This is an optimization exercise on Yosys and OpenROAD, whose aim is small area, a short achievable clock period and few clock cycles, not a production implementation. Function was checked by simulation only, so behaviour that the tests miss may differ from the original. Power figures rest on the tool's default switching activity, not on a simulated workload.

===== constraint.sdc =====
create_clock -name core_clock -period 6.0 [get_ports {CLK}]
set_input_delay 1.2000 -clock core_clock [delete_from_list [all_inputs] [get_ports {CLK}]]
set_output_delay 1.2000 -clock core_clock [all_outputs]
set_load 0.01 [all_outputs]

===== config.mk =====
export PLATFORM = sky130hd
export DESIGN_NAME = JAM
export DESIGN_NICKNAME = JAM
export VERILOG_FILES = /design/flow/design.v
export SDC_FILE = /design/flow/constraint.sdc
export NUM_CORES = 4
export LEC_CHECK = 0
export ABC_CLOCK_PERIOD_IN_PS = 3000
export CAP_MARGIN = 20
export CORE_MARGIN = 2
export CORE_UTILIZATION = 40
export SETUP_SLACK_MARGIN = 3.1
export SLEW_MARGIN = 20

===== run.sh =====
#!/bin/bash
# synth_recipe.tcl (not shown) runs the flow's synth.tcl, then flattens the netlist and writes it again
# the make line also repeats each setting of config.mk as NAME=value (left out here)
make -C /OpenROAD-flow-scripts/flow DESIGN_CONFIG=/design/flow/config.mk WORK_HOME=/design/flow/orfs CLKGATE_MAP_FILE= SYNTH_SCRIPT=/design/flow/synth_recipe.tcl finish

===== design.v =====
module JAM (
input CLK,
input RST,
output reg [2:0] W,
output reg [2:0] J,
input [6:0] Cost,
output reg [3:0] MatchCount,
output reg [9:0] MinCost,
output reg Valid );
localparam [2:0] PH_HUNG = 3'd0, PH_AUG = 3'd1, PH_TIGHT = 3'd2, PH_RES = 3'd3,
                 PH_RYS = 3'd4, PH_DONE = 3'd5;
localparam [3:0] ROOT = 4'b1000;
integer k;
reg [2:0] ph;
reg       s0v, s0k, s0first, s0last, s0trr, s0lazy, s0zero, s0t, s0pen, s0ante, s0a3;
reg       spec;            
reg [2:0] specj;
reg [7:0] rem;
reg [2:0] i;             
reg [3:0] j0;            
reg [7:0] used, usedprev;
reg [6:0] Dprev;
reg [8:0] K;
reg [7:0] bestD;         
reg [2:0] bj, bp;
reg       bpv;
reg [7:0] tmask;
reg [2:0] ja;
reg [7:0] M   [0:7];     
reg [6:0] w   [0:7];     
reg [2:0] way [0:7];     
reg [2:0] p   [0:7];
reg [7:0] pv;
reg [7:0] mrd;
reg [6:0] wrd;
reg       s1v, s1k, s1first, s1last, s1trr, s1lazy, s1zero, s1t, s1pen, s1ante, s1a3;
reg [2:0] s1c;
reg       s2v, s2k, s2first, s2last, s2trr, s2t, s2pen, s2ante, s2a3;
reg [2:0] s2c;
reg [6:0] cost_q;
reg       upq;
reg [8:0] wq;
reg [7:0] Mq1;
reg       s3v, s3k, s3first, s3last, s3trr, s3t, s3pen, s3ante, s3a3;
reg [2:0] s3c;
wire      s3rf = (s3c == 3'd0);
wire      s3rl = (s3c == 3'd7);
reg [7:0] yq, Mq2;
reg [2:0] pq;
reg       pvq;
reg [7:0] Rm, Cm, xq;
reg       sgnk;
reg       rlast;
reg       pvld, plast, ppar;
reg [3:0] pq03, pq47;
reg       pvld2, plast2, ppar2;
reg  [7:0] rowb [0:7];
reg  [7:0] F, Fcols;
always @(*) begin
    F = 8'd0; Fcols = 8'd0;
    for (k = 0; k < 8; k = k + 1) begin
        rowb[k] = {M[7][k], M[6][k], M[5][k], M[4][k], M[3][k], M[2][k], M[1][k], M[0][k]} & Cm;
        if (Rm[k] & (rowb[k] != 8'd0) & ((rowb[k] & (rowb[k] - 8'd1)) == 8'd0)) begin
            F[k] = 1'b1;
            Fcols = Fcols | rowb[k];
        end
    end
end
wire [7:0] xn   = ((xq | ~Cm) + 8'd1) & Cm;
function [3:0] pop8;
    input [7:0] b;
    reg [1:0] f0, f1, h0, f2, f3, h1, h2;
    begin
        f0 = b[0] + b[1] + b[2];             
        f1 = b[3] + b[4] + b[5];
        h0 = b[6] + b[7];
        f2 = f0[0] + f1[0] + h0[0];          
        f3 = f0[1] + f1[1] + h0[1];          
        h1 = f2[1] + f3[0];                  
        h2 = f3[1] + h1[1];                  
        pop8 = {h2[1], h2[0], h1[0], f2[0]};
    end
endfunction
reg [3:0] fac [0:7];
reg [3:0] fq  [0:7];
always @(*) begin
    for (k = 0; k < 8; k = k + 1)
        fac[k] = Rm[k] ? pop8({M[7][k], M[6][k], M[5][k], M[4][k], M[3][k], M[2][k], M[1][k], M[0][k]} & xq) : 4'd1;
end
wire [3:0] pr01 = fq[0] * fq[1];
wire [3:0] pr23 = fq[2] * fq[3];
wire [3:0] pr45 = fq[4] * fq[5];
wire [3:0] pr67 = fq[6] * fq[7];
wire [3:0] pr03 = pr01 * pr23;
wire [3:0] pr47 = pr45 * pr67;
wire [3:0] prod = pq03 * pq47;
wire [6:0] wl    = upq ? (wrd + Dprev - mrd[6:0]) : wrd;
wire [8:0] wk    = (s1k | s1first | s1t) ? {2'b00, wl} : ({2'b00, wrd} + K);
wire [8:0] knew  = {1'b0, bestD} - {2'b00, Cost} - {2'b00, wrd};
wire [8:0] yfull = {2'b00, cost_q} + wq;
wire [7:0] ysat  = (yfull[8] | yfull[7]) ? 8'h80 : {1'b0, yfull[6:0]};
function lt8;
    input [7:0] x, y;
    reg         l;
    integer     n;
    begin
        l = 1'b0;
        for (n = 0; n < 8; n = n + 1) l = (~x[n] & y[n]) | (~(x[n] & ~y[n]) & l);
        lt8 = l;
    end
endfunction
wire       c_yB = lt8(yq, bestD);
wire       c_MB = lt8(Mq2, bestD);
wire       c_yM = lt8(yq, Mq2);
wire       upd  = s3first | c_yM;
wire       take = s3trr | (upd ? c_yB : c_MB);
wire [7:0] nD   = take ? (upd ? yq : Mq2) : bestD;
wire [7:0] c3bit = 8'd1 << s3c;
wire [2:0] nj   = take ? s3c : bj;
wire [7:0] bjbit  = 8'd1 << bj;
wire [7:0] nbit   = take ? c3bit : bjbit;
wire [7:0] nused  = take ? (used | c3bit) : (used | bjbit);
wire [7:0] nrem   = take ? (~used & ~c3bit) : (~used & ~bjbit);
wire [2:0] np   = take ? pq  : bp;
wire       npv  = take ? pvq : bpv;
wire       hscan = s3v & ~s3k & ~s3t;
wire       hend  = hscan & s3last;
wire       hpen  = hscan & s3pen;
wire       hante = hscan & s3ante;
wire       ha3   = hscan & s3a3;
wire       specok = spec & npv & (nj == specj);
wire       tlt   = s3rf | c_yB;
wire       teq   = (yq == bestD);
wire [7:0] nmask = tlt ? c3bit : teq ? (tmask | c3bit) : tmask;
wire       tend  = s3v & s3t & s3rl & (W == 3'd7) & ~s0v;
reg  [7:0] rlow, remn, q1, q2, q3, q4;
always @(*) begin
    q1[0] = rem[0];
    for (k = 1; k < 8; k = k + 1) q1[k] = q1[k-1] | rem[k];
    rlow[0] = rem[0];
    for (k = 1; k < 8; k = k + 1) rlow[k] = rem[k] & ~q1[k-1];
    remn = rem & ~rlow;
    q1[0] = remn[0]; q2[0] = 1'b0; q3[0] = 1'b0; q4[0] = 1'b0;
    for (k = 1; k < 8; k = k + 1) begin
        q1[k] = q1[k-1] | remn[k];
        q2[k] = q2[k-1] | (remn[k] & q1[k-1]);
        q3[k] = q3[k-1] | (remn[k] & q2[k-1]);
        q4[k] = q4[k-1] | (remn[k] & q3[k-1]);
    end
end
reg  [2:0] rlowi;
always @(*) begin
    rlowi = 3'd0;
    for (k = 7; k >= 0; k = k - 1) if (rlow[k]) rlowi = k;
end
wire [2:0] jwc  = way[ja];
wire [3:0] jw   = {jwc == ja, jwc};
wire       augd = (ph == PH_AUG) & jw[3];
always @(posedge CLK) begin
    s1k <= s0k; s1first <= s0first; s1last <= s0last; s1trr <= s0trr;
    s1lazy <= s0lazy; s1zero <= s0zero; s1t <= s0t;
    s1c <= J; s1pen <= s0pen; s1ante <= s0ante; s1a3 <= s0a3;
    s2k <= s1k; s2first <= s1first; s2last <= s1last; s2trr <= s1trr;
    s2t <= s1t; s2c <= s1c; s2pen <= s1pen; s2ante <= s1ante; s2a3 <= s1a3;
    s3k <= s2k; s3first <= s2first; s3last <= s2last; s3trr <= s2trr;
    s3t <= s2t; s3c <= s2c; s3pen <= s2pen; s3ante <= s2ante; s3a3 <= s2a3;
    mrd <= M[J];
    wrd <= s0zero ? 7'd0 : w[J];
    upq <= s0lazy & usedprev[J];
    cost_q <= Cost;
    if (s1v & s1k) K <= knew;
    wq     <= wk;
    Mq1    <= mrd;
    if (s1v & (s1zero | s1lazy)) w[s1c] <= wl;
    yq  <= ysat;
    Mq2 <= Mq1;
    pq  <= p[s2c];
    pvq <= pv[s2c];
    if (hscan) begin
        if (upd) begin
            M[s3c]   <= yq;
            way[s3c] <= j0[3] ? s3c : j0[2:0];
        end
        bestD <= nD;
        bj    <= nj;
        bp    <= np;
        bpv   <= npv;
    end
    if (hend) ja <= nj;
    if (s3v & s3t) begin
        if (tlt) bestD <= yq;
        tmask <= nmask;
        if (s3rl)
            for (k = 0; k < 8; k = k + 1) M[k] <= {M[k][6:0], nmask[k]};
    end
    if (ph == PH_AUG) begin
        p[ja] <= jw[3] ? i : p[jw[2:0]];
        ja    <= jw[2:0];
    end
    if (augd) begin
        usedprev <= used;
        Dprev    <= bestD[6:0];
    end
    if (tend) begin
        Rm <= 8'hFF;
        Cm <= 8'hFF;
    end
    if (ph == PH_RES) begin
        Rm <= Rm & ~F;
        Cm <= Cm & ~Fcols;
        xq    <= 8'd0;
        sgnk  <= ^Cm;
        rlast <= 1'b0;
        pvld  <= 1'b0;
        plast <= 1'b0;
        pvld2  <= 1'b0;
        plast2 <= 1'b0;
        MatchCount <= 4'd0;
    end
    if (ph == PH_RYS) begin
        if (~rlast) xq <= xn;
        if (xq == Cm) rlast <= 1'b1;
        pvld   <= ~rlast;
        plast  <= ~rlast & (xq == Cm);
        pvld2  <= pvld;
        plast2 <= plast;
        if (pvld2) MatchCount <= MatchCount + (ppar2 ? (4'd0 - prod) : prod);
    end
    for (k = 0; k < 8; k = k + 1) fq[k] <= fac[k];
    pq03 <= pr03;
    pq47 <= pr47;
    ppar  <= (^xq) ^ sgnk;
    ppar2 <= ppar;
end
always @(posedge CLK or posedge RST) begin
    if (RST) begin
        ph <= PH_HUNG;
        W <= 3'd0; J <= 3'd0;
        s0v <= 1'b1; s0k <= 1'b0; s0first <= 1'b1; s0last <= 1'b0; s0trr <= 1'b1;
        s0lazy <= 1'b0; s0zero <= 1'b1; s0t <= 1'b0;
        s0pen <= 1'b0; s0ante <= 1'b0; s0a3 <= 1'b0; spec <= 1'b0;
        rem <= 8'hFE;
        i <= 3'd0; j0 <= ROOT;
        used <= 8'd0;
        pv <= 8'd0;
        s1v <= 1'b0; s2v <= 1'b0; s3v <= 1'b0;
        MinCost <= 10'd0; Valid <= 1'b0;
    end else begin
        s1v <= s0v; s2v <= s1v; s3v <= s2v;
        if (s0v) begin
            if (s0t) begin
                if ((W == 3'd7) & (J == 3'd7)) begin
                    s0v <= 1'b0;
                end else begin
                    J <= J + 3'd1;
                    if (J == 3'd7) W <= W + 3'd1;
                    s0lazy <= s0lazy & (J != 3'd7);
                end
            end else if (rem == 8'd0) begin
                s0v <= 1'b0;
            end else begin
                J <= rlowi;
                rem <= remn;
                s0k <= 1'b0;
                s0trr <= s0k;
                s0last <= (remn == 8'd0);
                s0pen <= q1[7] & ~q2[7];
                s0ante <= q2[7] & ~q3[7];
                s0a3 <= q3[7] & ~q4[7];
            end
        end
        case (ph)
        PH_HUNG: begin
            if ((ha3 | hante | hpen) & ~spec & npv) begin
                W <= np; J <= nj;
                rem <= nrem;
                s0v <= 1'b1; s0k <= 1'b1; s0first <= 1'b0; s0last <= 1'b0; s0trr <= 1'b0;
                s0lazy <= 1'b0; s0zero <= 1'b0; s0pen <= 1'b0; s0ante <= 1'b0; s0a3 <= 1'b0;
                spec <= 1'b1;
                specj <= nj;
            end
            if (hend) spec <= 1'b0;
            if (hend & specok) begin
                used <= nused;
                j0 <= {1'b0, nj};
            end else if (hend) begin
                if (spec) begin
                    s1v <= 1'b0;
                    s2v <= 1'b0;
                    s3v <= 1'b0;
                end
                if (npv) begin
                    used <= nused;
                    j0 <= {1'b0, nj};
                    W <= np; J <= nj;
                    rem <= nrem;
                    s0v <= 1'b1; s0k <= 1'b1; s0first <= 1'b0; s0last <= 1'b0; s0trr <= 1'b0;
                    s0lazy <= 1'b0; s0zero <= 1'b0; s0pen <= 1'b0; s0ante <= 1'b0; s0a3 <= 1'b0;
                end else begin
                    s0v <= 1'b0;
                    ph <= PH_AUG;
                end
            end
        end
        PH_AUG: begin
            pv[ja] <= 1'b1;
            if (jw[3]) begin
                MinCost <= MinCost + {2'd0, bestD};
                used <= 8'd0;
                j0 <= ROOT;
                W <= (i == 3'd7) ? 3'd0 : i + 3'd1;
                J <= 3'd0;
                s0v <= 1'b1; s0k <= 1'b0; s0first <= 1'b1; s0last <= 1'b0; s0trr <= 1'b1;
                s0lazy <= 1'b1; s0zero <= 1'b0; s0pen <= 1'b0; s0ante <= 1'b0; s0a3 <= 1'b0;
                rem <= 8'hFE;
                if (i == 3'd7) begin
                    ph <= PH_TIGHT;
                    s0t <= 1'b1; s0first <= 1'b0; s0trr <= 1'b0;
                end else begin
                    ph <= PH_HUNG;
                    i <= i + 3'd1;
                end
            end
        end
        PH_TIGHT: begin
            if (tend) ph <= PH_RES;
        end
        PH_RES: begin
            if (F == 8'd0) ph <= PH_RYS;
        end
        PH_RYS: begin
            if (plast2) begin
                ph <= PH_DONE;
                Valid <= 1'b1;
            end
        end
        default: ;
        endcase
    end
end
endmodule

==> reports/qor.csv, run 1 <==
stage;metric;value;unit
clock_network;Root Buffer;clkbuf_16;
synthesis;EDFF count, synth;234;
run_status;status;timing/DRC/antenna clean;
critical_path;Worst Path Required;6530;ps
synthesis;#FFs+latches synth;461;
synthesis;cell taking the most area after synthesis;edfxtp_1;
routing;final WL;65200;µm
final_layout;Fillers;5281;
critical_path;crit start category;flip-flop;
routing;Initial DRC Count;1531;
final_layout;fin nets;2500;
global_routing;GRT overflow;0;
critical_path;sum of buffers and inverters on the critical path;3;
critical_path;crit path DAT;3630;ps
routing;vias;17500;
critical_path;max incr delay on CP;390;ps
synthesis;mapped cell area;24300;µm²
pwr;Power, Total;6630;µW
placement;GPL Wtd Cong;0.894;
pwr;Worst IR Drop VDD;0.248;mV
final_layout;layout cells sized above 1;21.8;%
final_layout;Layout Utilization;48.9;%
worst_hold_path;Hold Path Depth;0;
floorplan;Cell Rows;90;
final_layout;Design Area, Final;29500;µm²
synthesis;syn nets;2340;
pwr;Pleak;0.0118;µW
timing;Fmax achieved;322;MHz
timing;Clock Skew;58.0;ps
timing;setup TNS;0;ps
timing;Slew HR;30.8;%
synthesis;syn_area_per_cell;11.3;µm²
floorplan;die width;251;µm
synthesis;Seq/Total Area, Yosys;49.0;%
global_routing;pin count of the biggest net entering global routing;71;
critical_path;CP max FO;5;
final_layout;area of the multi-input gates;12500;µm²
critical_path;crit path max-delay cell type;or3_4;
global_routing;vias in the first global route;17400;
clock_network;Clock Path Buffers;3;
synthesis;top-count cell post-synth;edfxtp_1;
global_routing;first-pass GRT wire length;99300;µm
synthesis;ys async rst share;14.3;%
critical_path;cell mode on critical path;o21ai_4;
routing;WL/cell;20.8;µm
clock_network;# clock sinks;461;
clock_network;Hold-fix buffers, CTS;0;
synthesis;number of distinct library cells after synthesis;92;
critical_path;delay-heaviest family, CP;compound AO/OA/AOI/OAI gates;
synthesis;Post-Syn Instances;2153;
final_layout;Area Overhead vs Synth;21.2;%
timing;max-slew violations;0;
synthesis;top_reg_cell synth;edfxtp_1;
placement;post-DP HPWL;45300;µm
clock_network;Skew-Pair Late Insertion Delay;640;ps
clock_network;CTS tree;done;
floorplan;Initial Util;40.3;%
routing;vias per cell;5.59;
placement;port bufs;29;
placement;placed cell areas;25500;µm²
clock_network;H-tree levels;2;
global_routing;GRT Overall Usage;20.2;%
critical_path;CP Cell Sequence;inv_4 > ha_4 > or3_1 > or3_4 > o21ai_4 > o21ai_4 > nor2_4 > buf_12 > o21ai_4 > a221oi_4 > o21a_4 > nor2_4 > buf_6 > a31o_4;
routing;Post-DRT Antenna Nets;0;
timing;number of setup violations in the final report;0;
pwr;pwr/cell area;225;nW/µm²
critical_path;Setup crit end kind;flip-flop;
job;Maximum Capacitance Violations;0;
timing;Worst-Margin Slew;1030;ps
clock_network;TritonCTS Buffers;50;
routing;drt drc;0;
synthesis;largest cells by area after synthesis;edfxtp_1 29%, dfxtp_1 13%, ha_1 6.6%;
global_routing;antenna violations before repair;0;
critical_path;logic depth of the worst register-to-register path;14;
worst_hold_path;Hold WC Path Type;reg2reg;
timing;Min Clock Period, post-route;3100;ps
synthesis;top cell type's share of synthesized area;28.9;%
synthesis;Post-synth top cells;234 x edfxtp_1, 205 x nand2_1, 161 x dfxtp_1;
final_layout;register area;12000;µm²
floorplan;Core ar.;60200;µm²
timing;RSZ-0062 raised after global routing;true;
final_layout;n_diodes;0;
clock_network;Clock transition at path regs;60;ps
floorplan;chip height;251;µm
synthesis;YS warnings;4;
critical_path;CP Depth;14;
timing;Final Hold Fails;0;
floorplan;Die Area;62800;µm²
timing;fin crit share;51.7;%
routing;First-pass DRT Iterations;7;
critical_path;critical path type;reg2reg;
floorplan;num ports;30;
-- worst register-to-register path, delay by kind of cell (launching register included) --
kind	cells	cell delay, ps
compound gates	6	1190
fa+ha+maj	1	140
buf+inv	3	310
flops	1	370
simple gates	4	990
-- repair_timing --
item / in CTS / in global routing
endpoints found under the hold margin: 0 / 0
pin swaps: 47 / 72
setup endpoints to repair: 250 / 163
cloned: 3 / 4
gates resized for setup: 131 / 123
setup buffers: 83 / 51
-- area by class of cell --
cell class | instances | share of cell area, %
clock buffer | 67 | 4.60
multi-input combinational | 1478 | 42.4
sequential | 461 | 40.7
timing repair inverter | 1 | 0.0255
clock inverter | 27 | 1.30
timing repair buffer | 186 | 5.88
inverter | 135 | 1.78
tap | 782 | 3.32
-- metrics by stage --
stage	hold WS [ps]	std cells	worst slack [ps]
2_1_floorplan	310	2153	2830
6_report	318	3137	2900
4_1_cts	323	3081	2910
3_5_place_dp	312	2901	1890
3_3_place_gp	310	2900	2000
5_1_grt	323	3137	2810
-- per-layer routing --
layer	vias up	track usage, %	wire length (µm)
li1	8081	-	-
met1	8745	26.1	27700
met2	549	35.2	32100
met3	159	2.61	3330
met4	0	6.62	2050
met5	-	0	0
-- cells in the final DEF, fill, tap and decap left out, drive strengths merged, types with 15 or more instances in the layout --
cell type and n:
a22oi 16, a222oi 15, clkbuf 68, clkinv 16, and3 22, mux4 46
and2 100, mux2i 43, dfxtp 161, fa 49, a21oi 85, inv 134
nand2b 27, o31ai 19, clkdlybuf4s50 24, o21ai 91, buf 156, edfxtp 234
nor2b 21, xor2 29, nand2 206, nor3 32, a221oi 16, dfrtp 54
mux2 24, nor2 115, nand3 57, a21o 93, ha 129, xnor2 85
-- power breakdown --
group / total, µW / internal [µW] / switching [µW]
clock: 3220 / 1910 / 1310
sequential: 3300 / 3290 / 3.61
combinational: 109 / 51.5 / 57.8
total: 6630 / 5250 / 1380
-- sequential cells by signal, summed over array words and instances (netlist names), 9 cells and up, named ones only --
| signal | count |
|---|---|
| M | 64 |
| w | 56 |
| fq | 32 |
| p | 24 |
| way | 24 |
| MinCost | 10 |
| K | 9 |
| wq | 9 |
-- kinds of logic after synthesis --
group                      count (synthesis)  synth area share [%]
AOI/OAI and AO/OA                        435                  12.5
xor gates and xnor gates                 114                  4.11
adders and majority gates                189                  11.1
buffers and inverters                    217                  3.47
DFF                                      461                  49.0
muxes                                    113                  7.16
and+or+nand+nor                          624                  12.6
-- worst paths after layout --
check                      endpoint  slack [ps]    from
min                          Mq2[1]         320  Mq1[1]
min in group asynchronous    s0ante        1320     RST
max                          s0lazy        2900   yq[4]
max reg2reg                  s0lazy        2900   yq[4]
min reg2reg                  Mq2[1]         320  Mq1[1]
max in group asynchronous      J[0]        4030     RST
Testbench counts, summed over its fixed seeds: cycles 3,418.
==> run 2: changes to the inputs <==
--- a/config.mk
+++ b/config.mk
@@ -7,3 +7,3 @@
 export LEC_CHECK = 0
-export ABC_CLOCK_PERIOD_IN_PS = 3000
+export ABC_CLOCK_PERIOD_IN_PS = 2500
 export CAP_MARGIN = 20
@@ -11,3 +11,3 @@
 export CORE_UTILIZATION = 40
-export SETUP_SLACK_MARGIN = 3.1
+export SETUP_SLACK_MARGIN = 3.0
 export SLEW_MARGIN = 20
==> reports/qor.csv, run 2 <==
stage;metric;value;unit;change
synthesis;mapped cell area;24300;µm²;unchanged
floorplan;Initial Util;40.3;%;unchanged
final_layout;most frequent cells in the layout;234 x edfxtp_1, 202 x nand2_1, 143 x dfxtp_1;;was 234 x edfxtp_1, 200 x nand2_1, 140 x dfxtp_1
job;Maximum Capacitance Violations;0;;unchanged
placement;DP Cell Count;2908;;was 2901
pwr;Combinational Power Share;1.5;%;was 1.6%
synthesis;largest cells by area after synthesis;edfxtp_1 29%, dfxtp_1 13%, ha_1 6.6%;;unchanged
synthesis;top_reg_cell synth;edfxtp_1;;unchanged
critical_path;crit start category;flip-flop;;unchanged
critical_path;crit path DAT;3600;ps;was 3630 ps
global_routing;pin count of the biggest net entering global routing;47;;was 71
timing;max-slew violations;0;;unchanged
clock_network;CTS tree;done;;unchanged
final_layout;layout cells sized above 1;18.6;%;was 21.8%
timing;Final Hold Fails;0;;unchanged
timing;Slew HR;30.1;%;was 30.8%
clock_network;Skew-Pair Late Insertion Delay;600;ps;was 640 ps
pwr;cell internal pwr;5170;µW;was 5250 µW
timing;Clock Skew;17.3;ps;was 58.0 ps
clock_network;H-tree levels;2;;unchanged
clock_network;TritonCTS Buffers;50;;unchanged
pwr;Sw Share;21.0;%;was 20.8%
synthesis;top cell type's share of synthesized area;28.9;%;unchanged
floorplan;chip height;251;µm;unchanged
routing;drt drc;0;;unchanged
synthesis;YS warnings;4;;unchanged
timing;Fmax achieved;325;MHz;was 322 MHz
routing;WL/cell;20.9;µm;was 20.8 µm
synthesis;cell taking the most area after synthesis;edfxtp_1;;unchanged
global_routing;vias in the first global route;17500;;was 17400
critical_path;CP startpoint;yq[5];;was yq[4]
critical_path;logic depth of the worst register-to-register path;13;;was 14
synthesis;number of distinct library cells after synthesis;92;;unchanged
floorplan;Core ar.;60200;µm²;unchanged
critical_path;Worst Path Required;6520;ps;was 6530 ps
global_routing;GRT overflow;0;;unchanged
clock_network;Root Buffer;clkbuf_16;;unchanged
pwr;clock share of power;48.2;%;was 48.6%
timing;fin crit share;51.2;%;was 51.7%
final_layout;Area Overhead vs Synth;17.5;%;was 21.2%
routing;Post-DRT Antenna Nets;0;;unchanged
pwr;Worst IR Drop VDD;0.210;mV;was 0.248 mV
synthesis;top-count cell post-synth;edfxtp_1;;unchanged
synthesis;ys async rst share;14.3;%;unchanged
global_routing;GRT Overall Usage;20.4;%;was 20.2%
synthesis;syn nets;2340;;unchanged
synthesis;syn_area_per_cell;11.3;µm²;unchanged
routing;First-pass DRT Iterations;7;;unchanged
global_routing;first-pass GRT wire length;100000;µm;was 99300 µm
critical_path;crit path max-delay cell type;or4_1;;was or3_4
pwr;sequential share of power;50.3;%;was 49.7%
timing;number of setup violations in the final report;0;;unchanged
clock_network;Clock transition at path regs;60;ps;about the same
critical_path;CP max FO;9;;was 5
synthesis;Post-Syn Instances;2153;;unchanged
final_layout;Finished Layout Cells;3087;;was 3137
routing;final WL;64400;µm;was 65200 µm
pwr;pwr/cell area;229;nW/µm²;was 225 nW/µm²
floorplan;die width;251;µm;unchanged
synthesis;Post-synth top cells;234 x edfxtp_1, 205 x nand2_1, 161 x dfxtp_1;;unchanged
routing;Initial DRC Count;1483;;was 1531
placement;post-DP HPWL;44800;µm;was 45300 µm
pwr;switching power total;1380;µW;about the same
timing;RSZ-0062 raised after global routing;true;;unchanged
critical_path;max incr delay on CP;420;ps;was 390 ps
placement;port bufs;29;;unchanged
critical_path;Setup crit end kind;flip-flop;;unchanged
critical_path;r2r startpoint;yq[5];;was yq[4]
critical_path;CP endpoint;rem[0];;was s0lazy
clock_network;# clock sinks;461;;unchanged
final_layout;biggest regs;M x64, w x56, fq x32;;unchanged
critical_path;cell mode on critical path;o21ai_4;;unchanged
routing;vias;17200;;was 17500
timing;Min Clock Period, post-route;3070;ps;was 3100 ps
pwr;Power, Total;6550;µW;was 6630 µW
pwr;Pleak;0.0114;µW;was 0.0118 µW
timing;setup TNS;0;ps;unchanged
final_layout;fin nets;2449;;was 2500
placement;GPL Wtd Cong;0.876;;was 0.894
floorplan;num ports;30;;unchanged
synthesis;EDFF count, synth;234;;unchanged
timing;Worst-Margin Slew;1040;ps;was 1030 ps
floorplan;Cell Rows;90;;unchanged
critical_path;critical path type;reg2reg;;unchanged
synthesis;#FFs+latches synth;461;;unchanged
final_layout;most common cell after layout, fill and taps aside;edfxtp_1;;unchanged
global_routing;antenna violations before repair;1;;was 0
worst_hold_path;Hold WC Path Type;reg2reg;;unchanged
clock_network;Clock Path Buffers;3;;unchanged
timing;PnR worst setup slack;2930;ps;was 2900 ps
critical_path;Crit Reg-Reg Endpoint;rem[0];;was s0lazy
placement;Place WS;2080;ps;was 1890 ps
critical_path;CP Cell Sequence;inv_4 > ha_4 > or3_1 > or3_4 > o21ai_4 > o21ai_4 > or2_4 > a21oi_4 > buf_12 > nor2_1 > a31o_1 > or4_1 > mux2i_1;;was inv_4 > ha_4 > or3_1 > or3_4 > o21ai_4 > o21ai_4 > nor2_4 > buf_12 > o21ai_4 > a221oi_4 > o21a_4 > nor2_4 > buf_6 > a31o_4
final_layout;number of flip-flops in the largest register;64;;unchanged
clock_network;Hold-fix buffers, CTS;0;;unchanged
critical_path;reg-to-reg setup timing slack;2930;ps;was 2900 ps
routing;vias per cell;5.57;;was 5.59
final_layout;Top reg by flops;M;;unchanged
synthesis;Seq/Total Area, Yosys;49.0;%;unchanged
run_status;status;timing/DRC/antenna clean;;unchanged
floorplan;Die Area;62800;µm²;unchanged
[run 2: cell counts after synthesis]
Identical to the previous run, type by type.
[run 2: cell families after synthesis]
| group | share of synthesized area [%] |
|---|---|
| xor gates and xnor gates | 4.11 |
| muxes | 7.16 |
| adders and majority gates | 11.1 |
| and+or+nand+nor | 12.6 |
| buffers and inverters | 3.47 |
| AOI/OAI and AO/OA | 12.5 |
| DFF | 49.0 |
[run 2: routing by layer]
metal	up-vias	track usage [%]	wire length, µm
met2	552	33.5	30500
met5	-	0	0
met4	0	6.35	1790
li1	7976	-	-
met3	132	2.96	3560
met1	8530	28.0	28600
[run 2: repair_timing]
action | in CTS | in global routing
gates cloned | 1 | 3
setup endpoints to repair | 200 | 144
pin swaps | 36 | 41
buffers inserted | 48 | 31
hold endpoints to repair | 0 | 0
resized for setup | 89 | 83
[run 2: worst min path at each step]
| stage | start | end | slack [ps] | cells past startpoint |
|---|---|---|---|---|
| after global routing | s2last | s3last | 330 | 0 |
| after detailed placement | Mq1[4] | Mq2[4] | 310 | 0 |
| after global placement | s2k | s3k | 310 | 0 |
| after CTS | s2last | s3last | 320 | 0 |
| after floorplan | mrd[7] | Mq1[7] | 310 | 0 |
| final | s2last | s3last | 320 | 0 |
[run 2: through the flow]
step / utilization (%) / cell area, µm² / hold slack, ps
floorplan: - / 24300 / 310
global placement: 42.2 / 25400 / 311
detailed placement: 42.3 / 25500 / 312
CTS: 46.3 / 27900 / 322
global route: 47.4 / 28600 / 327
finish: 47.4 / 28600 / 321
[run 2: layout make-up]
class / instances / area, µm²
fill: 5423 / 31700
multi-input combinational: 1478 / 12200
sequential: 461 / 12000
clock buffer: 70 / 1530
timing repair buffer: 136 / 1180
tap: 782 / 978
inverter: 135 / 526
clock inverter: 24 / 190
antenna: 1 / 2.50
[run 2: critical path, delay by kind of cell, from the launching register on]
kind / cells / cell delay [ps]
AO/OA/AOI/OAI: 4 / 670
AND/OR/NAND/NOR: 5 / 1480
flip-flops: 1 / 370
multiplexers: 1 / 150
adder cells (fa/ha/maj): 1 / 150
buffers and inverters: 2 / 180
[run 2: power groups by stage]
stage	clock network (µW)	logic (µW)	registers [µW]
5_1_grt	3340	111	3290
3_3_place_gp	0	80.4	3370
6_report	3160	101	3300
4_1_cts	3220	95.1	3300
3_5_place_dp	0	83.0	3370
2_1_floorplan	0	57.0	3360
==> run 3: changes to the inputs <==
--- a/design.v
+++ b/design.v
@@ -158,2 +158,4 @@
 wire       augd = (ph == PH_AUG) & jw[3];
+wire       rowend = (ph == PH_HUNG) & hend & ~specok & ~npv;
+reg        early;
 always @(posedge CLK) begin
@@ -199,4 +201,4 @@
     end
+    if (rowend) usedprev <= used;
     if (augd) begin
-        usedprev <= used;
         Dprev    <= bestD[6:0];
@@ -240,3 +242,3 @@
         s0lazy <= 1'b0; s0zero <= 1'b1; s0t <= 1'b0;
-        s0pen <= 1'b0; s0ante <= 1'b0; s0a3 <= 1'b0; spec <= 1'b0;
+        s0pen <= 1'b0; s0ante <= 1'b0; s0a3 <= 1'b0; spec <= 1'b0; early <= 1'b0;
         rem <= 8'hFE;
@@ -299,4 +301,14 @@
                 end else begin
-                    s0v <= 1'b0;
                     ph <= PH_AUG;
+                    early <= 1'b1;
+                    used <= 8'd0;
+                    j0 <= ROOT;
+                    W <= (i == 3'd7) ? 3'd0 : i + 3'd1;
+                    J <= 3'd0;
+                    s0v <= 1'b1; s0k <= 1'b0; s0first <= 1'b1; s0last <= 1'b0; s0trr <= 1'b1;
+                    s0lazy <= 1'b1; s0zero <= 1'b0; s0pen <= 1'b0; s0ante <= 1'b0; s0a3 <= 1'b0;
+                    rem <= 8'hFE;
+                    if (i == 3'd7) begin
+                        s0t <= 1'b1; s0first <= 1'b0; s0trr <= 1'b0;
+                    end
                 end
@@ -306,3 +318,15 @@
             pv[ja] <= 1'b1;
-            if (jw[3]) begin
+            early <= 1'b0;
+            if (early & ~jw[3]) begin
+                s0v <= 1'b0;
+                s1v <= 1'b0;
+            end
+            if (jw[3] & early) begin
+                MinCost <= MinCost + {2'd0, bestD};
+                if (i == 3'd7) ph <= PH_TIGHT;
+                else begin
+                    ph <= PH_HUNG;
+                    i <= i + 3'd1;
+                end
+            end else if (jw[3]) begin
                 MinCost <= MinCost + {2'd0, bestD};
--- a/config.mk
+++ b/config.mk
@@ -10,3 +10,3 @@
 export CORE_MARGIN = 2
-export CORE_UTILIZATION = 40
+export CORE_UTILIZATION = 45
 export SETUP_SLACK_MARGIN = 3.0
==> reports/qor.csv, run 3 <==
stage;metric;value;unit;change
run_status;status;timing/DRC/antenna clean;;unchanged
final_layout;layout cells sized above 1;17.9;%;was 18.6%
pwr;pwr/cell area;227;nW/µm²;was 229 nW/µm²
clock_network;Clock transition at path regs;60;ps;about the same
worst_hold_path;Hold WC Path Type;reg2reg;;unchanged
placement;post-DP HPWL;46000;µm;was 44800 µm
placement;GPL Wtd Cong;0.870;;was 0.876
critical_path;cell mode on critical path;buf_6;;was o21ai_4
routing;Initial DRC Count;1565;;was 1483
timing;Slew HR;26.1;%;was 30.1%
critical_path;Worst Path Required;6570;ps;was 6520 ps
timing;Clock Skew;39.0;ps;was 17.3 ps
final_layout;fin nets;2469;;was 2449
floorplan;Die Area;55900;µm²;was 62800 µm²
global_routing;antenna violations before repair;0;;was 1
pwr;cell internal pwr;5050;µW;was 5170 µW
routing;final WL;65000;µm;was 64400 µm
final_layout;Area Overhead vs Synth;16.8;%;was 17.5%
final_layout;most common cell after layout, fill and taps aside;nand2_1;;was edfxtp_1
final_layout;register area;12000;µm²;about the same
routing;drt drc;0;;unchanged
final_layout;Finished Layout Cells;3021;;was 3087
global_routing;GRT overflow;0;;unchanged
pwr;switching power total;1400;µW;was 1380 µW
synthesis;Post-synth top cells;240 x nand2_1, 234 x edfxtp_1, 161 x dfxtp_1;;was 234 x edfxtp_1, 205 x nand2_1, 161 x dfxtp_1
timing;PnR worst setup slack;2980;ps;was 2930 ps
final_layout;most frequent cells in the layout;236 x nand2_1, 234 x edfxtp_1, 135 x dfxtp_1;;was 234 x edfxtp_1, 202 x nand2_1, 143 x dfxtp_1
final_layout;Fillers;4658;;was 5423
synthesis;xor/xnor share of the synthesized area;4.22;%;was 4.11%
pwr;Sw Share;21.8;%;was 21.0%
timing;Worst-Margin Slew;1080;ps;was 1040 ps
critical_path;Setup crit end kind;flip-flop;;unchanged
timing;fin crit share;50.3;%;was 51.2%
critical_path;crit path DAT;3580;ps;was 3600 ps
final_layout;biggest regs;M x64, w x56, fq x32;;unchanged
synthesis;compound-cell area share of the yosys netlist;11.5;%;was 12.5%
final_layout;area of the multi-input gates;12100;µm²;was 12200 µm²
pwr;Worst IR Drop VDD;0.227;mV;was 0.210 mV
final_layout;Layout Utilization;52.9;%;was 47.4%
synthesis;cell taking the most area after synthesis;edfxtp_1;;unchanged
global_routing;first-pass GRT wire length;101000;µm;was 100000 µm
timing;number of setup violations in the final report;0;;unchanged
timing;Final Hold Fails;0;;unchanged
floorplan;die width;236;µm;was 251 µm
placement;DP Cell Count;2850;;was 2908
floorplan;Initial Util;45.3;%;was 40.3%
synthesis;main combinational cell family by area after synthesis;simple AND/OR/NAND/NOR gates;;unchanged
clock_network;CTS tree;done;;unchanged
timing;RSZ-0062 raised after global routing;true;;unchanged
routing;vias per cell;5.72;;was 5.57
critical_path;max incr delay on CP;370;ps;was 420 ps
synthesis;#FFs+latches synth;462;;was 461
synthesis;top cell type's share of synthesized area;28.9;%;about the same
floorplan;Cell Rows;85;;was 90
clock_network;H-tree levels;2;;unchanged
critical_path;CP Cell Sequence;inv_6 > ha_4 > nand2b_4 > a221o_1 > a2111oi_4 > nor4_2 > mux2i_4 > buf_12 > buf_8 > mux2_4 > buf_6 > a21oi_4 > buf_6 > buf_16 > o22a_1;;was inv_4 > ha_4 > or3_1 > or3_4 > o21ai_4 > o21ai_4 > or2_4 > a21oi_4 > buf_12 > nor2_1 > a31o_1 > or4_1 > mux2i_1
clock_network;Hold-fix buffers, CTS;0;;unchanged
synthesis;top_reg_cell synth;edfxtp_1;;unchanged
routing;Post-DRT Antenna Nets;0;;unchanged
global_routing;pin count of the biggest net entering global routing;72;;was 47
global_routing;vias in the first global route;17400;;was 17500
timing;max-slew violations;0;;unchanged
final_layout;number of flip-flops in the largest register;64;;unchanged
critical_path;CP max FO;5;;was 9
routing;vias;17300;;was 17200
synthesis;number of distinct library cells after synthesis;79;;was 92
pwr;sequential share of power;51.2;%;was 50.3%
routing;WL/cell;21.5;µm;was 20.9 µm
pwr;Combinational Power Share;1.4;%;was 1.5%
clock_network;# clock sinks;462;;was 461
pwr;Pleak;0.0112;µW;was 0.0114 µW
critical_path;crit path max-delay cell type;dfxtp_4;;was or4_1
pwr;clock share of power;47.5;%;was 48.2%
synthesis;top-count cell post-synth;nand2_1;;was edfxtp_1
synthesis;syn nets;2375;;was 2340
routing;First-pass DRT Iterations;9;;was 7
timing;setup TNS;0;ps;unchanged
synthesis;Seq/Total Area, Yosys;49.2;%;was 49.0%
synthesis;largest cells by area after synthesis;edfxtp_1 29%, dfxtp_1 13%, ha_1 6.6%;;unchanged
clock_network;Root Buffer;clkbuf_16;;unchanged
timing;Fmax achieved;331;MHz;was 325 MHz
timing;Min Clock Period, post-route;3020;ps;was 3070 ps
synthesis;Post-Syn Instances;2189;;was 2153
global_routing;GRT Overall Usage;23.2;%;was 20.4%
synthesis;mapped cell area;24300;µm²;about the same
synthesis;multiplexer share of the synthesized area;7.26;%;was 7.16%
critical_path;crit start category;flip-flop;;unchanged
floorplan;Core ar.;53600;µm²;was 60200 µm²
clock_network;Skew-Pair Late Insertion Delay;620;ps;was 600 ps
floorplan;num ports;30;;unchanged
final_layout;Top reg by flops;M;;unchanged
synthesis;Synth Area in Simple Gates;13.4;%;was 12.6%
synthesis;ys async rst share;14.5;%;was 14.3%
placement;Place WS;1500;ps;was 2080 ps
synthesis;EDFF count, synth;234;;unchanged
placement;port bufs;29;;unchanged
clock_network;Clock Path Buffers;3;;unchanged
job;Maximum Capacitance Violations;0;;unchanged
critical_path;critical path type;reg2reg;;unchanged
floorplan;chip height;236;µm;was 251 µm
clock_network;TritonCTS Buffers;50;;unchanged
synthesis;YS warnings;4;;unchanged
synthesis;Post-Synth Adder-Cell Area;10.9;%;was 11.1%
synthesis;syn_area_per_cell;11.1;µm²;was 11.3 µm²
final_layout;n_diodes;0;;was 1
-- run 3: final cells by class --
type | instances | share of cell area [%]
multi-input cells | 1498 | 42.6
flip-flops and latches | 462 | 42.3
well taps | 696 | 3.07
clock buffers | 68 | 5.07
clock inverters | 26 | 0.780
repair buffers | 131 | 4.21
inverters | 140 | 1.91
-- run 3: worst max-delay path, delay by kind of cell (launching register included) --
| kind | cells | cell delay (ps) |
|---|---|---|
| DFF | 1 | 370 |
| and+or+nand+nor | 2 | 240 |
| buffers and inverters | 6 | 700 |
| AOI/OAI and AO/OA | 4 | 1040 |
| muxes | 2 | 490 |
| adders and majority gates | 1 | 140 |
-- run 3: what timing repair did --
item	in CTS	in global routing
pin swaps	30	27
endpoints found under the setup margin	180	104
setup buffers	47	28
gates resized for setup	110	71
cloned	2	0
-- run 3: final timing paths --
kind / from / end / slack [ps] / cells after the start
setup / recovery: bestD[1] / rem[3] / 2980 / 15
hold / removal: s2pen / s3pen / 310 / 0
setup reg to reg: bestD[1] / rem[3] / 2980 / 15
hold reg to reg: s2pen / s3pen / 310 / 0
max in group asynchronous: RST / J[0] / 4030 / 3
min in group asynchronous: RST / W[0] / 1320 / 3
-- run 3: logic make-up after synthesis --
family                     count (synthesis)
and+or+nand+nor                          667
DFF                                      462
AOI/OAI and AO/OA                        416
buffers and inverters                    229
adders and majority gates                184
xor gates and xnor gates                 117
muxes                                    114
-- run 3: power by group through the flow --
stage	Sequential (µW)	Combinational, µW	Clock [µW]
after floorplan	3370	54.0	0
final	3300	88.4	3060
after detailed placement	3370	78.5	0
after CTS	3300	85.2	3110
after global routing	3300	99.4	3240
after global placement	3370	76.9	0
-- run 3: metal layers --
metal | up-vias | global-route usage, % | part of all wire, %
li1 | 8027 | - | -
met1 | 8576 | 32.7 | 45
met2 | 573 | 36.8 | 46
met3 | 112 | 3.74 | 6.4
met4 | 0 | 6.98 | 2.4
met5 | - | 0 | 0
-- run 3: stage by stage --
stage / total power, µW / hold slack (ps) / cell area (µm²)
after detailed placement: 3450 / 312 / 25300
after floorplan: 3420 / 310 / 24300
after global placement: 3450 / 310 / 25300
after global routing: 6640 / 326 / 28400
final: 6450 / 310 / 28400
after CTS: 6500 / 325 / 27900
Testbench counts of run 3, summed over its fixed seeds: cycles 3,348.
==> run 4: changes to the inputs <==
--- a/config.mk
+++ b/config.mk
@@ -10,3 +10,3 @@
 export CORE_MARGIN = 2
-export CORE_UTILIZATION = 45
+export CORE_UTILIZATION = 40
 export SETUP_SLACK_MARGIN = 3.0
==> reports/qor.csv, run 4 <==
stage;metric;value;unit;change
run_status;status;timing/DRC/antenna clean;;unchanged
global_routing;GRT overflow;0;;unchanged
final_layout;most common cell after layout, fill and taps aside;nand2_1;;unchanged
global_routing;first-pass GRT wire length;103000;µm;was 101000 µm
synthesis;top_reg_cell synth;edfxtp_1;;unchanged
floorplan;die width;250;µm;was 236 µm
routing;Initial DRC Count;1934;;was 1565
placement;GPL Wtd Cong;0.912;;was 0.870
critical_path;reg-to-reg setup timing slack;2900;ps;was 2980 ps
final_layout;area of the multi-input gates;12100;µm²;about the same
final_layout;layout cells sized above 1;17.7;%;was 17.9%
routing;First-pass DRT Iterations;9;;unchanged
timing;Min Clock Period, post-route;3100;ps;was 3020 ps
final_layout;fin nets;2476;;was 2469
synthesis;largest cells by area after synthesis;edfxtp_1 29%, dfxtp_1 13%, ha_1 6.6%;;unchanged
critical_path;crit start category;flip-flop;;unchanged
final_layout;Top reg by flops;M;;unchanged
pwr;Worst IR Drop VDD;0.195;mV;was 0.227 mV
synthesis;Post-Syn Instances;2189;;unchanged
placement;post-DP HPWL;45500;µm;was 46000 µm
final_layout;Area Overhead vs Synth;18.5;%;was 16.8%
final_layout;number of flip-flops in the largest register;64;;unchanged
synthesis;syn_area_per_cell;11.1;µm²;unchanged
synthesis;YS warnings;4;;unchanged
routing;final WL;66900;µm;was 65000 µm
global_routing;GRT Overall Usage;21.2;%;was 23.2%
synthesis;number of distinct library cells after synthesis;79;;unchanged
pwr;Pleak;0.0113;µW;was 0.0112 µW
floorplan;Initial Util;40.3;%;was 45.3%
clock_network;H-tree levels;2;;unchanged
routing;WL/cell;21.5;µm;about the same
floorplan;Die Area;62700;µm²;was 55900 µm²
synthesis;#FFs+latches synth;462;;unchanged
pwr;Sw Share;21.0;%;was 21.8%
clock_network;CTS tree;done;;unchanged
floorplan;chip height;250;µm;was 236 µm
clock_network;TritonCTS Buffers;50;;unchanged
timing;fin crit share;51.7;%;was 50.3%
pwr;Power, Total;6690;µW;was 6450 µW
clock_network;Clock transition at path regs;60;ps;about the same
global_routing;pin count of the biggest net entering global routing;72;;unchanged
timing;number of setup violations in the final report;0;;unchanged
critical_path;crit path max-delay cell type;a2111oi_4;;was dfxtp_4
final_layout;Layout Utilization;47.8;%;was 52.9%
routing;Post-DRT Antenna Nets;0;;unchanged
final_layout;register area;12000;µm²;about the same
clock_network;Hold-fix buffers, CTS;0;;unchanged
timing;Slew HR;22.5;%;was 26.1%
synthesis;cell taking the most area after synthesis;edfxtp_1;;unchanged
timing;setup TNS;0;ps;unchanged
timing;Final Hold Fails;0;;unchanged
final_layout;Fillers;5347;;was 4658
clock_network;Skew-Pair Late Insertion Delay;610;ps;was 620 ps
routing;vias;17500;;was 17300
final_layout;most frequent cells in the layout;237 x nand2_1, 234 x edfxtp_1, 141 x dfxtp_1;;was 236 x nand2_1, 234 x edfxtp_1, 135 x dfxtp_1
timing;RSZ-0062 raised after global routing;true;;unchanged
timing;Clock Skew;33.6;ps;was 39.0 ps
pwr;cell internal pwr;5290;µW;was 5050 µW
critical_path;CP Cell Sequence;buf_6 > ha_4 > nor2_2 > a221o_1 > a2111oi_4 > nor4_4 > mux2i_4 > buf_12 > mux2i_4 > a211o_4 > a21oi_4 > buf_6 > clkbuf_16 > nor4_2;;was inv_6 > ha_4 > nand2b_4 > a221o_1 > a2111oi_4 > nor4_2 > mux2i_4 > buf_12 > buf_8 > mux2_4 > buf_6 > a21oi_4 > buf_6 > buf_16 > o22a_1
job;Maximum Capacitance Violations;0;;unchanged
critical_path;Setup crit end kind;flip-flop;;unchanged
timing;Fmax achieved;322;MHz;was 331 MHz
placement;port bufs;29;;unchanged
global_routing;vias in the first global route;17700;;was 17400
pwr;pwr/cell area;233;nW/µm²;was 227 nW/µm²
pwr;Combinational Power Share;1.3;%;was 1.4%
synthesis;syn nets;2375;;unchanged
timing;max-slew violations;0;;unchanged
floorplan;Core ar.;60200;µm²;was 53600 µm²
synthesis;top-count cell post-synth;nand2_1;;unchanged
critical_path;CP max FO;6;;was 5
clock_network;Root Buffer;clkbuf_16;;unchanged
synthesis;EDFF count, synth;234;;unchanged
critical_path;critical path type;reg2reg;;unchanged
synthesis;Seq/Total Area, Yosys;49.2;%;unchanged
pwr;sequential share of power;49.3;%;was 51.2%
routing;drt drc;0;;unchanged
critical_path;max incr delay on CP;430;ps;was 370 ps
pwr;switching power total;1410;µW;was 1400 µW
synthesis;top cell type's share of synthesized area;28.9;%;unchanged
synthesis;ys async rst share;14.5;%;unchanged
floorplan;Cell Rows;90;;was 85
global_routing;antenna violations before repair;1;;was 0
synthesis;mapped cell area;24300;µm²;unchanged
critical_path;crit path DAT;3610;ps;was 3580 ps
synthesis;Post-synth top cells;240 x nand2_1, 234 x edfxtp_1, 161 x dfxtp_1;;unchanged
final_layout;biggest regs;M x64, w x56, fq x32;;unchanged
critical_path;Worst Path Required;6510;ps;was 6570 ps
pwr;clock share of power;49.4;%;was 47.5%
timing;Worst-Margin Slew;1130;ps;was 1080 ps
worst_hold_path;Hold WC Path Type;reg2reg;;unchanged
clock_network;# clock sinks;462;;unchanged
floorplan;num ports;30;;unchanged
clock_network;Clock Path Buffers;3;;unchanged
routing;vias per cell;5.61;;was 5.72
run 4: cell counts after synthesis:
Identical to the previous run, type by type.
run 4: cell type report:
type,instances,share of cell area [%]
clock inverter,35,1.58
sequential,462,41.7
timing repair buffer,137,4.60
multi-input combinational,1499,42.2
clock buffer,59,4.64
tap,782,3.40
antenna,1,0.00870
inverter,140,1.89
run 4: final timing paths:
check,startpoint,to,cells past startpoint
worst max-delay path,bestD[1],s0ante,14
worst min-delay path,Mq1[5],Mq2[5],0
worst max register to register,bestD[1],s0ante,14
worst min register to register,Mq1[5],Mq2[5],0
max in group asynchronous,RST,J[1],3
min in group asynchronous,RST,W[0],3
run 4: metrics by stage:
step	cell area [µm²]	hold WS (ps)	instances	setup slack, ps
after floorplan	24300	310	2189	2890
after global placement	25500	311	2938	2100
after detailed placement	25500	312	2938	2020
after CTS	28100	326	3079	2880
after global routing	28800	330	3114	2800
final	28800	325	3115	2900
run 4: power groups by stage:
stage               registers (µW)  logic [µW]  clock network, µW
global route                  3300        99.7               3490
floorplan                     3370        54.0                  0
CTS                           3300        86.6               3360
global placement              3370        77.0                  0
detailed placement            3370        78.5                  0
finish                        3300        89.1               3310
run 4: repair_timing:
| action | CTS | global route |
|---|---|---|
| hold endpoints to repair | 0 | 0 |
| setup buffers | 42 | 33 |
| gates cloned | 5 | 2 |
| setup endpoints to repair | 177 | 147 |
| pin swaps | 39 | 36 |
| gates resized for setup | 100 | 82 |
run 4: layer usage:
metal / vias to the layer above / share of wire, % / GRT usage, %
met5: - / 0.019 / 0
met4: 2 / 2.7 / 6.50
met3: 132 / 7.3 / 3.83
met2: 679 / 47 / 34.9
met1: 8629 / 43 / 28.4
li1: 8048 / - / -
run 4: cells by family (layout without fill, tap and decap cells):
kind of cell	after synthesis	in the layout	share of synthesized area, %
and+or+nand+nor	667	667	13.4
DFF	462	462	49.2
AOI/OAI and AO/OA	416	416	11.5
buffers and inverters	229	371	3.62
adders and majority gates	184	184	10.9
xor gates and xnor gates	117	117	4.22
muxes	114	115	7.26
other	0	1	0
run 4: critical path: cells and delay by family (launching register included):
family	cells	cell delay (ps)
AO/OA/AOI/OAI	4	1050
buffers and inverters	4	610
multiplexers	2	450
AND/OR/NAND/NOR	3	410
flip-flops	1	370
adder cells (fa/ha/maj)	1	130
==> run 5: changes to the inputs <==
--- a/design.v
+++ b/design.v
@@ -101,15 +101,5 @@
 wire [7:0] ysat  = (yfull[8] | yfull[7]) ? 8'h80 : {1'b0, yfull[6:0]};
-function lt8;
-    input [7:0] x, y;
-    reg         l;
-    integer     n;
-    begin
-        l = 1'b0;
-        for (n = 0; n < 8; n = n + 1) l = (~x[n] & y[n]) | (~(x[n] & ~y[n]) & l);
-        lt8 = l;
-    end
-endfunction
-wire       c_yB = lt8(yq, bestD);
-wire       c_MB = lt8(Mq2, bestD);
-wire       c_yM = lt8(yq, Mq2);
+wire       c_yB = yq < bestD;
+wire       c_MB = Mq2 < bestD;
+wire       c_yM = yq < Mq2;
 wire       upd  = s3first | c_yM;
--- a/config.mk
+++ b/config.mk
@@ -10,3 +10,3 @@
 export CORE_MARGIN = 2
-export CORE_UTILIZATION = 40
+export CORE_UTILIZATION = 35
 export SETUP_SLACK_MARGIN = 3.0
==> reports/qor.csv, run 5 <==
stage;metric;value;unit;change
global_routing;GRT overflow;0;;unchanged
placement;GPL Wtd Cong;0.912;;about the same
synthesis;syn nets;2361;;was 2375
pwr;Worst IR Drop VDD;0.207;mV;was 0.195 mV
timing;fin crit share;52.7;%;was 51.7%
timing;Min Clock Period, post-route;3160;ps;was 3100 ps
synthesis;ys async rst share;14.5;%;unchanged
clock_network;TritonCTS Buffers;49;;was 50
synthesis;mapped cell area;24200;µm²;was 24300 µm²
critical_path;CP max FO;8;;was 6
worst_hold_path;Hold WC Path Type;reg2reg;;unchanged
clock_network;CTS tree;done;;unchanged
global_routing;vias in the first global route;17600;;was 17700
routing;Initial DRC Count;1941;;was 1934
final_layout;most frequent cells in the layout;239 x nand2_1, 234 x edfxtp_1, 145 x dfxtp_1;;was 237 x nand2_1, 234 x edfxtp_1, 141 x dfxtp_1
final_layout;n_diodes;0;;was 1
final_layout;number of flip-flops in the largest register;64;;unchanged
routing;vias;17400;;was 17500
global_routing;pin count of the biggest net entering global routing;70;;was 72
job;Maximum Capacitance Violations;0;;unchanged
timing;max-slew violations;0;;unchanged
floorplan;chip height;267;µm;was 250 µm
final_layout;Design Area, Final;28900;µm²;was 28800 µm²
synthesis;cell taking the most area after synthesis;edfxtp_1;;unchanged
synthesis;largest cells by area after synthesis;edfxtp_1 29%, dfxtp_1 13%, ha_1 7.0%;;was edfxtp_1 29%, dfxtp_1 13%, ha_1 6.6%
critical_path;critical path type;reg2reg;;unchanged
floorplan;Die Area;71400;µm²;was 62700 µm²
timing;number of setup violations in the final report;0;;unchanged
synthesis;compound-cell area share of the yosys netlist;11.6;%;was 11.5%
routing;Post-DRT Antenna Nets;0;;unchanged
clock_network;Hold-fix buffers, CTS;0;;unchanged
pwr;pwr/cell area;231;nW/µm²;was 233 nW/µm²
synthesis;top-count cell post-synth;nand2_1;;unchanged
critical_path;crit start category;flip-flop;;unchanged
timing;Fmax achieved;316;MHz;was 322 MHz
routing;drt drc;0;;unchanged
clock_network;H-tree levels;2;;unchanged
synthesis;Post-Synth Adder-Cell Area;11.5;%;was 10.9%
critical_path;Setup crit end kind;flip-flop;;unchanged
final_layout;layout cells sized above 1;17.4;%;was 17.7%
critical_path;Worst Path Required;6550;ps;was 6510 ps
timing;RSZ-0062 raised after global routing;true;;unchanged
synthesis;main combinational cell family by area after synthesis;simple AND/OR/NAND/NOR gates;;unchanged
timing;Clock Skew;24.2;ps;was 33.6 ps
placement;Place WS;1860;ps;was 2020 ps
synthesis;syn_area_per_cell;11.2;µm²;was 11.1 µm²
synthesis;YS warnings;4;;unchanged
synthesis;Synth Area in Simple Gates;13.3;%;was 13.4%
placement;placed cell areas;25500;µm²;about the same
final_layout;Top reg by flops;M;;unchanged
floorplan;Cell Rows;96;;was 90
pwr;Pleak;0.0115;µW;was 0.0113 µW
timing;Final Hold Fails;0;;unchanged
timing;Worst-Margin Slew;1030;ps;was 1130 ps
floorplan;Initial Util;35.3;%;was 40.3%
synthesis;EDFF count, synth;234;;unchanged
floorplan;num ports;30;;unchanged
final_layout;biggest regs;M x64, w x56, fq x32;;unchanged
clock_network;Clock Path Buffers;3;;unchanged
global_routing;antenna violations before repair;0;;was 1
global_routing;first-pass GRT wire length;103000;µm;about the same
routing;final WL;66900;µm;about the same
final_layout;Area Overhead vs Synth;19.1;%;was 18.5%
clock_network;Skew-Pair Late Insertion Delay;620;ps;was 610 ps
synthesis;top_reg_cell synth;edfxtp_1;;unchanged
floorplan;Core ar.;68600;µm²;was 60200 µm²
synthesis;#FFs+latches synth;462;;unchanged
synthesis;Seq/Total Area, Yosys;49.3;%;was 49.2%
routing;vias per cell;5.38;;was 5.61
timing;setup TNS;0;ps;unchanged
global_routing;GRT Overall Usage;18.8;%;was 21.2%
timing;PnR worst setup slack;2840;ps;was 2900 ps
final_layout;most common cell after layout, fill and taps aside;nand2_1;;unchanged
final_layout;fin nets;2458;;was 2476
synthesis;xor/xnor share of the synthesized area;4.12;%;was 4.22%
synthesis;Post-synth top cells;241 x nand2_1, 234 x edfxtp_1, 161 x dfxtp_1;;was 240 x nand2_1, 234 x edfxtp_1, 161 x dfxtp_1
synthesis;number of distinct library cells after synthesis;79;;unchanged
critical_path;crit path DAT;3710;ps;was 3610 ps
synthesis;multiplexer share of the synthesized area;6.83;%;was 7.26%
run_status;status;timing/DRC/antenna clean;;unchanged
timing;Slew HR;29.2;%;was 22.5%
placement;post-DP HPWL;45200;µm;was 45500 µm
routing;First-pass DRT Iterations;8;;was 9
clock_network;Clock transition at path regs;60;ps;about the same
clock_network;# clock sinks;462;;unchanged
synthesis;Post-Syn Instances;2167;;was 2189
synthesis;top cell type's share of synthesized area;29.0;%;was 28.9%
clock_network;Root Buffer;clkbuf_16;;unchanged
placement;port bufs;29;;unchanged
routing;WL/cell;20.7;µm;was 21.5 µm
floorplan;die width;267;µm;was 250 µm
## run 5: final cells by class
type | count | area [µm²]
well taps | 931 | 1160
repair buffers | 130 | 1250
clock buffers | 67 | 1420
multi-input cells | 1494 | 12200
inverters | 127 | 484
fillers | 6339 | 39700
clock inverters | 25 | 342
flip-flops and latches | 462 | 12000
## run 5: stage by stage
| step | instances | power, µW | util (%) | hold slack [ps] |
|---|---|---|---|---|
| final | 3236 | 6670 | 42.1 | 321 |
| after CTS | 3212 | 6720 | 41.3 | 320 |
| after detailed placement | 3055 | 3460 | 37.2 | 312 |
| after floorplan | 2167 | 3430 | - | 310 |
| after global placement | 3055 | 3450 | 37.1 | 312 |
| after global routing | 3236 | 6880 | 42.1 | 329 |
## run 5: final timing paths
path                       slack (ps)     start  endpoint  depth (start not counted)
max                              2840  bestD[1]   s0first                         16
min                               320    s2ante    s3ante                          0
max reg2reg                      2840  bestD[1]   s0first                         16
min reg2reg                       320    s2ante    s3ante                          0
max in group asynchronous        4080       RST      J[1]                          3
min in group asynchronous        1220       RST      W[2]                          3
## run 5: worst max-delay path, stage by stage, from the launching register on
cell        delay (ps)
dfxtp_4            370
clkinvlp_4         140
ha_4               240
nor2b_4            120
o211ai_1           220
a21oi_2            130
buf_4              160
o311a_4            330
a211oi_2           180
nor2_2              90
a311oi_4           330
buf_6              190
buf_12             120
buf_6              100
nor3_4              30
buf_6              140
a22o_1             200
## run 5: timing repair
item / in CTS / in global routing
setup buffers: 61 / 23
gates cloned: 4 / 1
pin swaps: 40 / 46
endpoints found under the setup margin: 178 / 113
gates resized for setup: 103 / 69
## run 5: cells by family (layout without fill, tap and decap cells)
family / after synthesis / count (layout)
muxes: 104 / 105
DFF: 462 / 462
adders and majority gates: 195 / 195
and+or+nand+nor: 663 / 664
buffers and inverters: 214 / 349
xor gates and xnor gates: 114 / 114
AOI/OAI and AO/OA: 415 / 416
## run 5: per-layer routing
layer	wire, µm	vias to the layer above	global-route usage (%)	part of all wire, %
li1	-	7958	-	-
met1	29200	8696	25.2	44
met2	31700	628	31.3	47
met3	4150	141	2.68	6.2
met4	1860	0	6.13	2.8
met5	0	-	0	0
## run 5: power breakdown
part	total, µW	leakage [µW]	switching, µW	internal (µW)
Clock	3270	0.000865	1330	1940
Combinational	96.7	0.00646	54.1	42.6
Sequential	3310	0.00413	6.10	3300
Testbench counts of run 5, summed over its fixed seeds: cycles 3,348.
==> run 6: changes to the inputs <==
--- a/config.mk
+++ b/config.mk
@@ -10,3 +10,3 @@
 export CORE_MARGIN = 2
-export CORE_UTILIZATION = 35
+export CORE_UTILIZATION = 40
 export SETUP_SLACK_MARGIN = 3.0
==> reports/qor.csv, run 6 <==
stage;metric;value;unit;change
run_status;status;timing/DRC/antenna clean;;unchanged
global_routing;antenna violations before repair;1;;was 0
placement;placed cell areas;25300;µm²;was 25500 µm²
synthesis;cell taking the most area after synthesis;edfxtp_1;;unchanged
floorplan;Core ar.;60100;µm²;was 68600 µm²
pwr;Worst IR Drop VDD;0.193;mV;was 0.207 mV
critical_path;crit start category;flip-flop;;unchanged
floorplan;Initial Util;40.3;%;was 35.3%
final_layout;biggest regs;M x64, w x56, fq x32;;unchanged
floorplan;die width;250;µm;was 267 µm
clock_network;TritonCTS Buffers;49;;unchanged
synthesis;largest cells by area after synthesis;edfxtp_1 29%, dfxtp_1 13%, ha_1 7.0%;;unchanged
floorplan;num ports;30;;unchanged
placement;port bufs;29;;unchanged
floorplan;chip height;250;µm;was 267 µm
timing;fin crit share;50.4;%;was 52.7%
global_routing;GRT Overall Usage;21.2;%;was 18.8%
synthesis;number of distinct library cells after synthesis;79;;unchanged
worst_hold_path;Hold WC Path Type;reg2reg;;unchanged
routing;vias per cell;5.67;;was 5.38
final_layout;Layout Utilization;47.9;%;was 42.1%
synthesis;top_reg_cell synth;edfxtp_1;;unchanged
synthesis;Post-synth top cells;241 x nand2_1, 234 x edfxtp_1, 161 x dfxtp_1;;unchanged
timing;RSZ-0062 raised after global routing;true;;unchanged
clock_network;Clock Path Buffers;3;;unchanged
final_layout;most frequent cells in the layout;238 x nand2_1, 234 x edfxtp_1, 131 x dfxtp_1;;was 239 x nand2_1, 234 x edfxtp_1, 145 x dfxtp_1
synthesis;top-count cell post-synth;nand2_1;;unchanged
clock_network;Clock transition at path regs;70;ps;was 60 ps
timing;Clock Skew;32.2;ps;was 24.2 ps
timing;Min Clock Period, post-route;3020;ps;was 3160 ps
timing;Slew HR;20.8;%;was 29.2%
placement;DP Cell Count;2913;;was 3055
synthesis;syn nets;2361;;unchanged
critical_path;CP max FO;6;;was 8
timing;Worst-Margin Slew;1180;ps;was 1030 ps
final_layout;Area Overhead vs Synth;19.0;%;was 19.1%
floorplan;Die Area;62600;µm²;was 71400 µm²
timing;number of setup violations in the final report;0;;unchanged
global_routing;pin count of the biggest net entering global routing;71;;was 70
pwr;Pleak;0.0114;µW;was 0.0115 µW
critical_path;critical path type;reg2reg;;unchanged
timing;Fmax achieved;331;MHz;was 316 MHz
critical_path;Worst Path Required;6540;ps;was 6550 ps
clock_network;Root Buffer;clkbuf_16;;unchanged
placement;GPL Wtd Cong;0.893;;was 0.912
final_layout;Fillers;5330;;was 6339
routing;final WL;67300;µm;was 66900 µm
synthesis;ys async rst share;14.5;%;unchanged
clock_network;H-tree levels;2;;unchanged
floorplan;Cell Rows;90;;was 96
synthesis;syn_area_per_cell;11.2;µm²;unchanged
synthesis;#FFs+latches synth;462;;unchanged
clock_network;Hold-fix buffers, CTS;0;;unchanged
clock_network;CTS tree;done;;unchanged
routing;Initial DRC Count;1687;;was 1941
routing;vias;17600;;was 17400
global_routing;vias in the first global route;17700;;was 17600
final_layout;layout cells sized above 1;18.6;%;was 17.4%
clock_network;# clock sinks;462;;unchanged
synthesis;mapped cell area;24200;µm²;unchanged
timing;max-slew violations;0;;unchanged
routing;Post-DRT Antenna Nets;0;;unchanged
global_routing;first-pass GRT wire length;104000;µm;was 103000 µm
final_layout;Finished Layout Cells;3102;;was 3236
final_layout;Top reg by flops;M;;unchanged
final_layout;Design Area, Final;28800;µm²;was 28900 µm²
final_layout;number of flip-flops in the largest register;64;;unchanged
synthesis;Post-Syn Instances;2167;;unchanged
job;Maximum Capacitance Violations;0;;unchanged
synthesis;YS warnings;4;;unchanged
global_routing;GRT overflow;0;;unchanged
clock_network;Skew-Pair Late Insertion Delay;620;ps;about the same
final_layout;area of the multi-input gates;12300;µm²;was 12200 µm²
timing;Hold WS;325;ps;was 321 ps
final_layout;register area;12000;µm²;about the same
placement;post-DP HPWL;44700;µm;was 45200 µm
synthesis;Seq/Total Area, Yosys;49.3;%;unchanged
synthesis;EDFF count, synth;234;;unchanged
critical_path;crit path DAT;3560;ps;was 3710 ps
timing;setup TNS;0;ps;unchanged
final_layout;fin nets;2472;;was 2458
final_layout;most common cell after layout, fill and taps aside;nand2_1;;unchanged
critical_path;Setup crit end kind;flip-flop;;unchanged
routing;drt drc;0;;unchanged
routing;First-pass DRT Iterations;9;;was 8
pwr;pwr/cell area;227;nW/µm²;was 231 nW/µm²
synthesis;top cell type's share of synthesized area;29.0;%;unchanged
routing;WL/cell;21.7;µm;was 20.7 µm
timing;Final Hold Fails;0;;unchanged
[run 6: cell families after synthesis]
kind of cell / synth area share [%]
buffers and inverters: 3.44
AO/OA/AOI/OAI: 11.6
XOR/XNOR: 4.12
AND/OR/NAND/NOR: 13.3
flip-flops: 49.3
multiplexers: 6.83
adder cells (fa/ha/maj): 11.5
[run 6: final cells by class]
type / count / area share, %
diodes: 1 / 0.00868
clock buffers: 66 / 4.72
well taps: 782 / 3.39
flip-flops and latches: 462 / 41.7
clock inverters: 26 / 1.14
repair buffers: 144 / 4.83
inverters: 127 / 1.71
multi-input cells: 1494 / 42.5
[run 6: routing by layer]
metal	wire (µm)	GRT usage (%)	up-vias
met5	13	0	-
met4	2100	6.62	2
met3	4540	3.76	147
met2	31300	33.9	648
met1	29300	29.5	8796
li1	-	-	7999
[run 6: where the power goes]
group | switching [µW] | total, µW | internal [µW]
sequential | 7.10 | 3300 | 3300
combinational | 55.7 | 99.0 | 43.3
clock | 1320 | 3150 | 1830
total | 1380 | 6550 | 5170
[run 6: worst paths after layout]
kind | start | to | slack (ps) | cells past startpoint
min in group asynchronous | RST | W[0] | 1230 | 3
min reg2reg | s2a3 | s3a3 | 330 | 0
max in group asynchronous | RST | J[1] | 4110 | 3
max | bestD[1] | J[0] | 2980 | 15
min | s2a3 | s3a3 | 330 | 0
max reg2reg | bestD[1] | J[0] | 2980 | 15
[run 6: critical path, cell delays in order, from the launching register on]
cell        delay (ps)
dfxtp_4            360
clkinvlp_4         120
buf_4              170
ha_1               290
a211o_1            270
o2111ai_2          110
a211oi_2           110
buf_4              170
o211ai_1           190
a21boi_2           110
a311oi_4           300
buf_6              160
buf_6              100
o221ai_4           140
buf_12             190
o22ai_4            150
[run 6: repair_timing]
| item | CTS | global route |
|---|---|---|
| pin swaps | 32 | 54 |
| gates cloned | 4 | 4 |
| setup endpoints to repair | 190 | 126 |
| setup buffers | 67 | 21 |
| resized for setup | 92 | 116 |
[run 6: stage by stage]
step | power, µW | worst slack [ps]
after global placement | 3460 | 2120
after global routing | 6740 | 2830
after floorplan | 3430 | 2830
after CTS | 6610 | 2950
final | 6550 | 2980
after detailed placement | 3460 | 2080

## port drivers added, routing unchanged
In the flow no input, the clock included, has a driving cell. The finished layouts below were timed again as built, in two steps. Step 1: set_driving_cell puts a clkbuf_16 on CLK and a buf_2 on each other input, an assumption about the parent block. Step 2 times the ports against the registers' clock, not the clock port: input delays grow and output delays shrink by t, the midpoint of the rising clock arrivals with the driver on. Slacks: no drivers / after step 1 / after step 2; pairs: no drivers / after step 1.
run | t (ns) | setup WS [ns] | cell pins on the clock port's net
run 1 | 0.666 | 2.899 / 2.899 / 2.513 | 1
run 2 | 0.652 | 2.926 / 2.926 / 2.470 | 1
run 3 | 0.659 | 2.982 / 2.982 / 2.482 | 1
run 4 | 0.654 | 2.898 / 2.898 / 2.486 | 1
run 5 | 0.661 | 2.839 / 2.839 / 2.431 | 1
run 6 | 0.662 | 2.976 / 2.976 / 2.465 | 1
After both steps setup and hold are still met in every run listed. For run 6, which loses most, drivers alone change the setup slack by 0.000 ns; drivers and shift together by -0.511 ns.
